This design comes from an exercise in tuning for small area on the open sky130 flow, not from production work.
In this exercise RTL edits were held to simulation tests only and were not proved equivalent to the original.

==> run a <==
## cpu
module cpu(
    input clk,
    input rst_n,
    output hlt,
    output [15:0] pc,
    input [15:0] imem_data,
    output [15:0] dmem_addr,
    output [15:0] dmem_wdata,
    output dmem_we,
    output dmem_re,
    input [15:0] dmem_rdata
);
    wire rst = ~rst_n;
    genvar g;
    reg  [15:0] pc_q;                  
    reg  [15:0] fd_i;                  
    reg  [15:0] dx_a, dx_b, dx_i;      
    reg         dx_bub;                
    reg         dx_fam, dx_faw;        
    reg         dx_fbm, dx_fbw;        
    reg         fl_n, fl_z, fl_v;      
    reg  [15:0] xm_alu, xm_b;          
    reg  [3:0]  xm_wr;
    reg         xm_sw, xm_lw, xm_rw, xm_hlt;
    reg  [15:0] mw_wd;                 
    reg  [3:0]  mw_wr;
    reg         mw_rw, mw_hlt;
    assign pc  = pc_q;
    assign hlt = mw_hlt;
    wire [15:0] rf_q [0:15];
    assign rf_q[0] = mw_wd;            
    wire [15:1] rf_we;
    wdec u_wdec(.wr(mw_wr), .rw(mw_rw), .rst(dx_bub), .we(rf_we));
    generate
        for (g = 1; g < 16; g = g + 1) begin : R
            reg [15:0] q;
            always @(posedge clk)
                if (rf_we[g]) q <= mw_wd;
            assign rf_q[g] = q;
        end
    endgenerate
    wire [3:0] op_d  = fd_i[15:12];
    wire       d_lb  = op_d[3] & ~op_d[2] & op_d[1];        
    wire       d_mem = op_d[3] & ~op_d[2] & ~op_d[1];       
    wire       d_sw  = d_mem & op_d[0];
    wire       d_pcs = (op_d == 4'b1110);
    wire [3:0] rr1_d = d_lb  ? fd_i[11:8] : fd_i[7:4];
    wire [3:0] rr2_d = d_mem ? fd_i[11:8] : fd_i[3:0];
    wire [3:0] op_x  = dx_i[15:12];
    wire [3:0] wr_x  = dx_i[11:8];
    wire       x_lb  = op_x[3] & ~op_x[2] & op_x[1];
    wire       x_mem = op_x[3] & ~op_x[2] & ~op_x[1];
    wire       x_sw  = ~dx_bub & x_mem & op_x[0];
    wire       x_lw  = ~dx_bub & x_mem & ~op_x[0];
    wire       x_rw  = ~dx_bub & (~op_x[3] | (x_mem & ~op_x[0]) | x_lb | (op_x == 4'b1110));
    wire       x_hlt = ~dx_bub & (op_x == 4'b1111);
    wire       x_nz  = (wr_x != 4'd0);
    wire       m_fw  = xm_rw & (xm_wr != 4'd0);
    wire e1x, e2x, e1m, e2m, e1w, e2w;
  ...
clock: 9.0 ns
lec_check: 0
cap_margin: 20
core_margin: 2
core_utilization: 60
slew_margin: 20
synth_hierarchical: 1
standard.sh (not shown) runs the stock make flow with config.mk's settings and CLKGATE_MAP_FILE= SYNTH_SCRIPT=/design/flow/synth_recipe.tcl, a recipe that flattens the netlist after the stock synthesis.
==> flow/flow/run.sh <==
#!/bin/bash
# Layout flow: the standard ORFS flow (standard.sh) in two parts.
#  1. standard synthesis, unchanged;
#  2. every combinational cell that synthesis sized above drive strength 1
#     is set back to drive strength 1 (flow/downsize.tcl); placement and
#     timing repair size cells up again where the layout needs it;
#  3. the rest of the standard flow, with the port buffers made of the
#     smallest buffer cell and the clock tree built with larger sink
#     clusters and without dummy loads.
# Each tool's output goes to a log file of its own in this folder (and ORFS
# keeps its per-step logs under orfs/logs).
set -euo pipefail
export BUFFER_PORTS_ARGS="-buffer_cell sky130_fd_sc_hd__buf_1"
export CTS_ARGS="-sink_clustering_enable -repair_clock_nets -sink_clustering_size 25 -sink_clustering_max_diameter 100 -dont_use_dummy_load"
bash standard.sh synth > synth_make.log 2>&1
RESULTS_DIR="$PWD/orfs/results/$FLOW_PLATFORM/cpu/base" \
    openroad -no_init -exit flow/downsize.tcl > downsize.log 2>&1
bash standard.sh > layout_make.log 2>&1
==> flow/flow/downsize.tcl <==
# Set every combinational cell that synthesis gave a drive strength above 1
# back to drive strength 1; placement and timing repair size up where needed.
read_db $::env(RESULTS_DIR)/1_synth.odb
set db [ord::get_db]
set block [[$db getChip] getBlock]
set n 0
foreach inst [$block getInsts] {
  set name [[$inst getMaster] getName]
  if {![regexp {^(sky130_fd_sc_hd__[a-z0-9]+)_([0-9]+)$} $name -> base drive]} { continue }
  if {$drive == 1} { continue }
  if {[regexp {__(df|edf|sdf|dl|sdl|conb|clk|tap|fill|decap|diode|lpflow)} $base]} { continue }
  set m [$db findMaster ${base}_1]
  if {$m == "NULL"} { continue }
  $inst swapMaster $m
  incr n
}
puts "downsize: $n instances set to drive strength 1"
write_db $::env(RESULTS_DIR)/1_synth.odb
==> run b: changes against run a <==
--- a/flow/design.v
+++ b/flow/design.v
@@ -24,21 +24,25 @@
     reg         xm_sw, xm_lw, xm_rw, xm_hlt;
     reg  [15:0] mw_wd;                 
     reg  [3:0]  mw_wr;
     reg         mw_rw, mw_hlt;
     assign pc  = pc_q;
     assign hlt = mw_hlt;
+    wire [15:0] rf_wd;
     wire [15:0] rf_q [0:15];
     assign rf_q[0] = mw_wd;            
     wire [15:1] rf_we;
-    wdec u_wdec(.wr(mw_wr), .rw(mw_rw), .rst(dx_bub), .we(rf_we));
+    wdec u_wdec(.wr(mw_wr), .rw(mw_rw), .rst(rst), .we(rf_we));
     generate
+        for (g = 0; g < 16; g = g + 1) begin : WD
+            g_and2 u(.a(mw_wd[g]), .b(rst_n), .y(rf_wd[g]));
+        end
         for (g = 1; g < 16; g = g + 1) begin : R
             reg [15:0] q;
             always @(posedge clk)
-                if (rf_we[g]) q <= mw_wd;
+                if (rf_we[g]) q <= rf_wd;
             assign rf_q[g] = q;
         end
     endgenerate
     wire [3:0] op_d  = fd_i[15:12];
     wire       d_lb  = op_d[3] & ~op_d[2] & op_d[1];        
     wire       d_mem = op_d[3] & ~op_d[2] & ~op_d[1];       
@@ -126,31 +130,31 @@
     endgenerate
     wire sfw_eq;
     eq4 u_sfw(.a(xm_wr), .b(mw_wr), .y(sfw_eq));
     wire sfw = sfw_eq & (xm_wr != 4'd0);       
     wire [15:0] wd_nx, fd_nx;
     wire fd_hold = rst_n & stall;
-    wire wd_ld = rst_n & xm_lw;                
-    wire wd_al = rst_n & ~xm_lw;               
     wire fd_take = go & ~flush;
     generate
         for (g = 0; g < 16; g = g + 1) begin : MX
             g_mux2 u_sd(.a0(xm_b[g]), .a1(mw_wd[g]), .s(sfw), .y(dmem_wdata[g]));
-            g_ao22 u_wd(.a(xm_alu[g]), .b(wd_al), .c(dmem_rdata[g]), .d(wd_ld), .y(wd_nx[g]));
+            g_mux2 u_wd(.a0(xm_alu[g]), .a1(dmem_rdata[g]), .s(xm_lw), .y(wd_nx[g]));
             g_ao22 u_fd(.a(fd_i[g]), .b(fd_hold), .c(imem_data[g]), .d(fd_take), .y(fd_nx[g]));
         end
     endgenerate
     assign dmem_addr = xm_alu;
     assign dmem_we   = xm_sw;
     assign dmem_re   = xm_lw;
     always @(posedge clk) begin
         pc_q <= pc_nx;
         fd_i <= fd_nx;
     end
     always @(posedge clk) begin
-        if (f_en) begin
+        if (rst) begin
+            fl_n <= 1'b0; fl_z <= 1'b0; fl_v <= 1'b0;
+        end else if (f_en) begin
             fl_n <= f_as & f_n; fl_z <= f_z; fl_v <= f_as & f_v;
         end
     end
     always @(posedge clk) begin
         dx_a   <= rd1;
         dx_b   <= rd2;
@@ -162,21 +166,20 @@
         xm_alu <= alu_x;
         xm_b   <= dx_b;
         mw_wd  <= wd_nx;
     end
     always @(posedge clk) begin
         dx_bub <= rst;
-        xm_wr  <= dx_bub ? 4'd0 : wr_x;
-        mw_wr  <= xm_wr;
-        mw_rw  <= xm_rw;
         if (rst) begin
+            xm_wr <= 4'd0;
             xm_sw <= 1'b0; xm_lw <= 1'b0; xm_rw <= 1'b0; xm_hlt <= 1'b0;
-            mw_hlt <= 1'b0;
+            mw_wr <= 4'd0; mw_rw <= 1'b0; mw_hlt <= 1'b0;
         end else begin
+            xm_wr <= dx_bub ? 4'd0 : wr_x;
             xm_sw <= x_sw; xm_lw <= x_lw; xm_rw <= x_rw; xm_hlt <= x_hlt;
-            mw_hlt <= xm_hlt;
+            mw_wr <= xm_wr; mw_rw <= xm_rw; mw_hlt <= xm_hlt;
         end
     end
 endmodule
 module wdec(input [3:0] wr, input rw, input rst, output [15:1] we);
     genvar g;
     generate
@@ -271,41 +274,24 @@
         end
     endgenerate
     assign allp[0] = 1'b0;
     assign s[3:0] = bs[3:0];
 endmodule
 module flagcalc(input [15:0] a, input [15:0] b, input sub, output n, output z, output v);
-    wire [15:0] bb, bs;
-    wire [16:0] rc;
+    wire [15:0] bb, bs, s;
+    wire [3:0]  nco;
     genvar g;
     generate
-        for (g = 0; g < 16; g = g + 1) begin : F
-            g_xor2 u_x(.a(b[g]), .b(sub), .y(bb[g]));
-            wire ci = (g == 0) ? sub : ((g % 4 == 0) ? 1'b0 : rc[g]);
-            g_fa u(.a(a[g]), .b(bb[g]), .c(ci), .s(bs[g]), .co(rc[g+1]));
-        end
-    endgenerate
-    wire [3:0] allp, allz, nz;
-    wire [3:1] c;
-    generate
-        for (g = 0; g < 4; g = g + 1) begin : N
-            assign allp[g] = &bs[4*g+3:4*g];
-            assign allz[g] = ~|bs[4*g+3:4*g];
-        end
-    endgenerate
-    assign c[1] = rc[4];
-    assign c[2] = rc[8]  | (allp[1] & c[1]);
-    assign c[3] = rc[12] | (allp[2] & c[2]);
-    assign nz[0] = allz[0];
-    assign nz[1] = c[1] ? allp[1] : allz[1];
-    assign nz[2] = c[2] ? allp[2] : allz[2];
-    assign nz[3] = c[3] ? allp[3] : allz[3];
-    wire s15 = bs[15] ^ (c[3] & bs[12] & bs[13] & bs[14]);
-    wire ovf = (a[15] == bb[15]) & (s15 != a[15]);
-    assign n = ovf ? a[15] : s15;
-    assign z = ~ovf & (&nz);
+        for (g = 0; g < 16; g = g + 1) begin : X
+            g_xor2 u(.a(b[g]), .b(sub), .y(bb[g]));
+        end
+    endgenerate
+    nadd16 u_add(.a(a), .b(bb), .cin(sub), .kill(1'b0), .bs(bs), .nco(nco), .s(s));
+    wire ovf = (a[15] == bb[15]) & (s[15] != a[15]);
+    assign n = ovf ? a[15] : s[15];
+    assign z = ~ovf & ~|s;
     assign v = ovf;
 endmodule
 module pcadd(input [15:0] pc, input [8:0] off, input br, output [15:0] y);
     wire [15:1] ad;
     assign ad[1] = br ? off[0] : 1'b1;
     genvar g;
@@ -336,19 +322,19 @@
     wire sub   = (op == 4'b0001);
     wire nib   = ~op[3] & op[1] & op[0];                     
     wire sa_m = fam, sa_w = ~fam & faw, sa_r = ~fam & ~faw;
     wire sb_m = ~isrc & fbm, sb_w = ~isrc & ~fbm & fbw, sb_r = ~isrc & ~fbm & ~fbw;
     wire [15:0] ib = x_lb  ? {8'h00, imm} :
                      x_mem ? {{11{imm[3]}}, imm[3:0], 1'b0} : {12'h000, imm[3:0]};
-    wire [15:0] nibs = ~(ib & {16{isrc}});
+    wire [15:0] ibs = ib & {16{isrc}};
     wire [15:0] a, aa, b, p;
     genvar g;
     generate
         for (g = 0; g < 16; g = g + 1) begin : BIT
             ao3 u_a(.s({sa_r, sa_w, sa_m}), .d({dx_a[g], w_val[g], m_val[g]}), .y(a[g]));
-            opb u_b(.s({sb_r, sb_w, sb_m}), .d({dx_b[g], w_val[g], m_val[g]}), .ni(nibs[g]), .inv(sub), .y(b[g]));
+            opb u_b(.s({sb_r, sb_w, sb_m}), .d({dx_b[g], w_val[g], m_val[g]}), .i(ibs[g]), .inv(sub), .y(b[g]));
             g_xor2 u_p(.a(aa[g]), .b(b[g]), .y(p[g]));
         end
     endgenerate
     assign aa = {a[15:1], a[0] & ~op[3]};              
     wire [15:0] bs, s;
     wire [3:0]  nco;
@@ -395,17 +381,15 @@
                 rbit5 u_r(.s(s[g]), .gs(gs[g/4]), .p(p[g]), .sx(s_xor), .rot(rot[g]), .kk(kk),
                           .a(a[g]), .sa(sa_hi), .b(b[g-8]), .sb(s_lhb), .nk(nk), .y(y[g]));
             end
         end
     endgenerate
 endmodule
-module opb(input [2:0] s, input [2:0] d, input ni, input inv, output y);
-    wire n, o;
-    g_aoi222 u0(.a(s[0]), .b(d[0]), .c(s[1]), .d(d[1]), .e(s[2]), .f(d[2]), .y(n));
-    g_nand2  u1(.a(n), .b(ni), .y(o));
-    g_xor2   u2(.a(o), .b(inv), .y(y));
+module opb(input [2:0] s, input [2:0] d, input i, input inv, output y);
+    wire o = (s[0] & d[0]) | (s[1] & d[1]) | (s[2] & d[2]) | i;
+    assign y = o ^ inv;
 endmodule
 module shmask(input tl, input tr, input sll, input sra, input ror, input fill,
               input c, output kk, output nk);
     assign kk = ror | (sll & tl) | (sra & tr);
     assign nk = ~(c | (fill & ~tr));
 endmodule
==> flow/run.sh (new file) <==
#!/bin/bash
# synth_recipe.tcl (not shown) runs the flow's synth.tcl, then flattens the netlist and writes it again
# the make line also repeats each setting of config.mk as NAME=value (left out here)
make -C /OpenROAD-flow-scripts/flow DESIGN_CONFIG=/design/flow/config.mk WORK_HOME=/design/flow/orfs CLKGATE_MAP_FILE= SYNTH_SCRIPT=/design/flow/synth_recipe.tcl finish
removed: flow/flow/run.sh
removed: flow/flow/downsize.tcl
removed: flow/standard.sh
==> run c: changes against run a <==
--- a/flow/design.v
+++ b/flow/design.v
@@ -24,21 +24,25 @@
     reg         xm_sw, xm_lw, xm_rw, xm_hlt;
     reg  [15:0] mw_wd;                 
     reg  [3:0]  mw_wr;
     reg         mw_rw, mw_hlt;
     assign pc  = pc_q;
     assign hlt = mw_hlt;
+    wire [15:0] rf_wd;
     wire [15:0] rf_q [0:15];
     assign rf_q[0] = mw_wd;            
     wire [15:1] rf_we;
-    wdec u_wdec(.wr(mw_wr), .rw(mw_rw), .rst(dx_bub), .we(rf_we));
+    wdec u_wdec(.wr(mw_wr), .rw(mw_rw), .rst(rst), .we(rf_we));
     generate
+        for (g = 0; g < 16; g = g + 1) begin : WD
+            g_and2 u(.a(mw_wd[g]), .b(rst_n), .y(rf_wd[g]));
+        end
         for (g = 1; g < 16; g = g + 1) begin : R
             reg [15:0] q;
             always @(posedge clk)
-                if (rf_we[g]) q <= mw_wd;
+                if (rf_we[g]) q <= rf_wd;
             assign rf_q[g] = q;
         end
     endgenerate
     wire [3:0] op_d  = fd_i[15:12];
     wire       d_lb  = op_d[3] & ~op_d[2] & op_d[1];        
     wire       d_mem = op_d[3] & ~op_d[2] & ~op_d[1];       
@@ -126,31 +130,31 @@
     endgenerate
     wire sfw_eq;
     eq4 u_sfw(.a(xm_wr), .b(mw_wr), .y(sfw_eq));
     wire sfw = sfw_eq & (xm_wr != 4'd0);       
     wire [15:0] wd_nx, fd_nx;
     wire fd_hold = rst_n & stall;
-    wire wd_ld = rst_n & xm_lw;                
-    wire wd_al = rst_n & ~xm_lw;               
     wire fd_take = go & ~flush;
     generate
         for (g = 0; g < 16; g = g + 1) begin : MX
             g_mux2 u_sd(.a0(xm_b[g]), .a1(mw_wd[g]), .s(sfw), .y(dmem_wdata[g]));
-            g_ao22 u_wd(.a(xm_alu[g]), .b(wd_al), .c(dmem_rdata[g]), .d(wd_ld), .y(wd_nx[g]));
+            g_mux2 u_wd(.a0(xm_alu[g]), .a1(dmem_rdata[g]), .s(xm_lw), .y(wd_nx[g]));
             g_ao22 u_fd(.a(fd_i[g]), .b(fd_hold), .c(imem_data[g]), .d(fd_take), .y(fd_nx[g]));
         end
     endgenerate
     assign dmem_addr = xm_alu;
     assign dmem_we   = xm_sw;
     assign dmem_re   = xm_lw;
     always @(posedge clk) begin
         pc_q <= pc_nx;
         fd_i <= fd_nx;
     end
     always @(posedge clk) begin
-        if (f_en) begin
+        if (rst) begin
+            fl_n <= 1'b0; fl_z <= 1'b0; fl_v <= 1'b0;
+        end else if (f_en) begin
             fl_n <= f_as & f_n; fl_z <= f_z; fl_v <= f_as & f_v;
         end
     end
     always @(posedge clk) begin
         dx_a   <= rd1;
         dx_b   <= rd2;
@@ -162,21 +166,20 @@
         xm_alu <= alu_x;
         xm_b   <= dx_b;
         mw_wd  <= wd_nx;
     end
     always @(posedge clk) begin
         dx_bub <= rst;
-        xm_wr  <= dx_bub ? 4'd0 : wr_x;
-        mw_wr  <= xm_wr;
-        mw_rw  <= xm_rw;
         if (rst) begin
+            xm_wr <= 4'd0;
             xm_sw <= 1'b0; xm_lw <= 1'b0; xm_rw <= 1'b0; xm_hlt <= 1'b0;
-            mw_hlt <= 1'b0;
+            mw_wr <= 4'd0; mw_rw <= 1'b0; mw_hlt <= 1'b0;
         end else begin
+            xm_wr <= dx_bub ? 4'd0 : wr_x;
             xm_sw <= x_sw; xm_lw <= x_lw; xm_rw <= x_rw; xm_hlt <= x_hlt;
-            mw_hlt <= xm_hlt;
+            mw_wr <= xm_wr; mw_rw <= xm_rw; mw_hlt <= xm_hlt;
         end
     end
 endmodule
 module wdec(input [3:0] wr, input rw, input rst, output [15:1] we);
     genvar g;
     generate
@@ -336,19 +339,19 @@
     wire sub   = (op == 4'b0001);
     wire nib   = ~op[3] & op[1] & op[0];                     
     wire sa_m = fam, sa_w = ~fam & faw, sa_r = ~fam & ~faw;
     wire sb_m = ~isrc & fbm, sb_w = ~isrc & ~fbm & fbw, sb_r = ~isrc & ~fbm & ~fbw;
     wire [15:0] ib = x_lb  ? {8'h00, imm} :
                      x_mem ? {{11{imm[3]}}, imm[3:0], 1'b0} : {12'h000, imm[3:0]};
-    wire [15:0] nibs = ~(ib & {16{isrc}});
+    wire [15:0] ibs = ib & {16{isrc}};
     wire [15:0] a, aa, b, p;
     genvar g;
     generate
         for (g = 0; g < 16; g = g + 1) begin : BIT
             ao3 u_a(.s({sa_r, sa_w, sa_m}), .d({dx_a[g], w_val[g], m_val[g]}), .y(a[g]));
-            opb u_b(.s({sb_r, sb_w, sb_m}), .d({dx_b[g], w_val[g], m_val[g]}), .ni(nibs[g]), .inv(sub), .y(b[g]));
+            opb u_b(.s({sb_r, sb_w, sb_m}), .d({dx_b[g], w_val[g], m_val[g]}), .i(ibs[g]), .inv(sub), .y(b[g]));
             g_xor2 u_p(.a(aa[g]), .b(b[g]), .y(p[g]));
         end
     endgenerate
     assign aa = {a[15:1], a[0] & ~op[3]};              
     wire [15:0] bs, s;
     wire [3:0]  nco;
@@ -395,17 +398,15 @@
                 rbit5 u_r(.s(s[g]), .gs(gs[g/4]), .p(p[g]), .sx(s_xor), .rot(rot[g]), .kk(kk),
                           .a(a[g]), .sa(sa_hi), .b(b[g-8]), .sb(s_lhb), .nk(nk), .y(y[g]));
             end
         end
     endgenerate
 endmodule
-module opb(input [2:0] s, input [2:0] d, input ni, input inv, output y);
-    wire n, o;
-    g_aoi222 u0(.a(s[0]), .b(d[0]), .c(s[1]), .d(d[1]), .e(s[2]), .f(d[2]), .y(n));
-    g_nand2  u1(.a(n), .b(ni), .y(o));
-    g_xor2   u2(.a(o), .b(inv), .y(y));
+module opb(input [2:0] s, input [2:0] d, input i, input inv, output y);
+    wire o = (s[0] & d[0]) | (s[1] & d[1]) | (s[2] & d[2]) | i;
+    assign y = o ^ inv;
 endmodule
 module shmask(input tl, input tr, input sll, input sra, input ror, input fill,
               input c, output kk, output nk);
     assign kk = ror | (sll & tl) | (sra & tr);
     assign nk = ~(c | (fill & ~tr));
 endmodule
==> summary.txt <==
First-iteration DRC count, highest first: run c, run a, run b. Global-route usage: run a < run b < run c. Between run a and run c, the lower cell area is in run a (gap about 0.8%, measured against run c). Synthesized cell count: run b > run c > run a.

## re-timing with driven ports
No port has a modelled driver above. Below, the same layouts with a new extraction and two added sets of constraints. Step 1: set_driving_cell puts a clkbuf_16 on clk and a buf_2 on each other input, an assumption about the parent block. Step 2, shift: input delay + t, output delay - t, t = (earliest + latest rising clock arrival at the registers) / 2. This alone moves slack from input paths to output paths. Three values: ideal, step 1, step 2; two values: the first two.
| run | t (ns) | setup slack, ns | worst setup path after step 2 |
|---|---|---|---|
| run a | 0.575 | 0.735 / 0.735 / 0.735 | register to register |
| run b | 0.628 | 1.146 / 1.146 / 1.146 | register to register |
| run c | 0.578 | 1.117 / 1.117 / 1.117 | register to register |
After both steps every run listed still meets setup and hold.
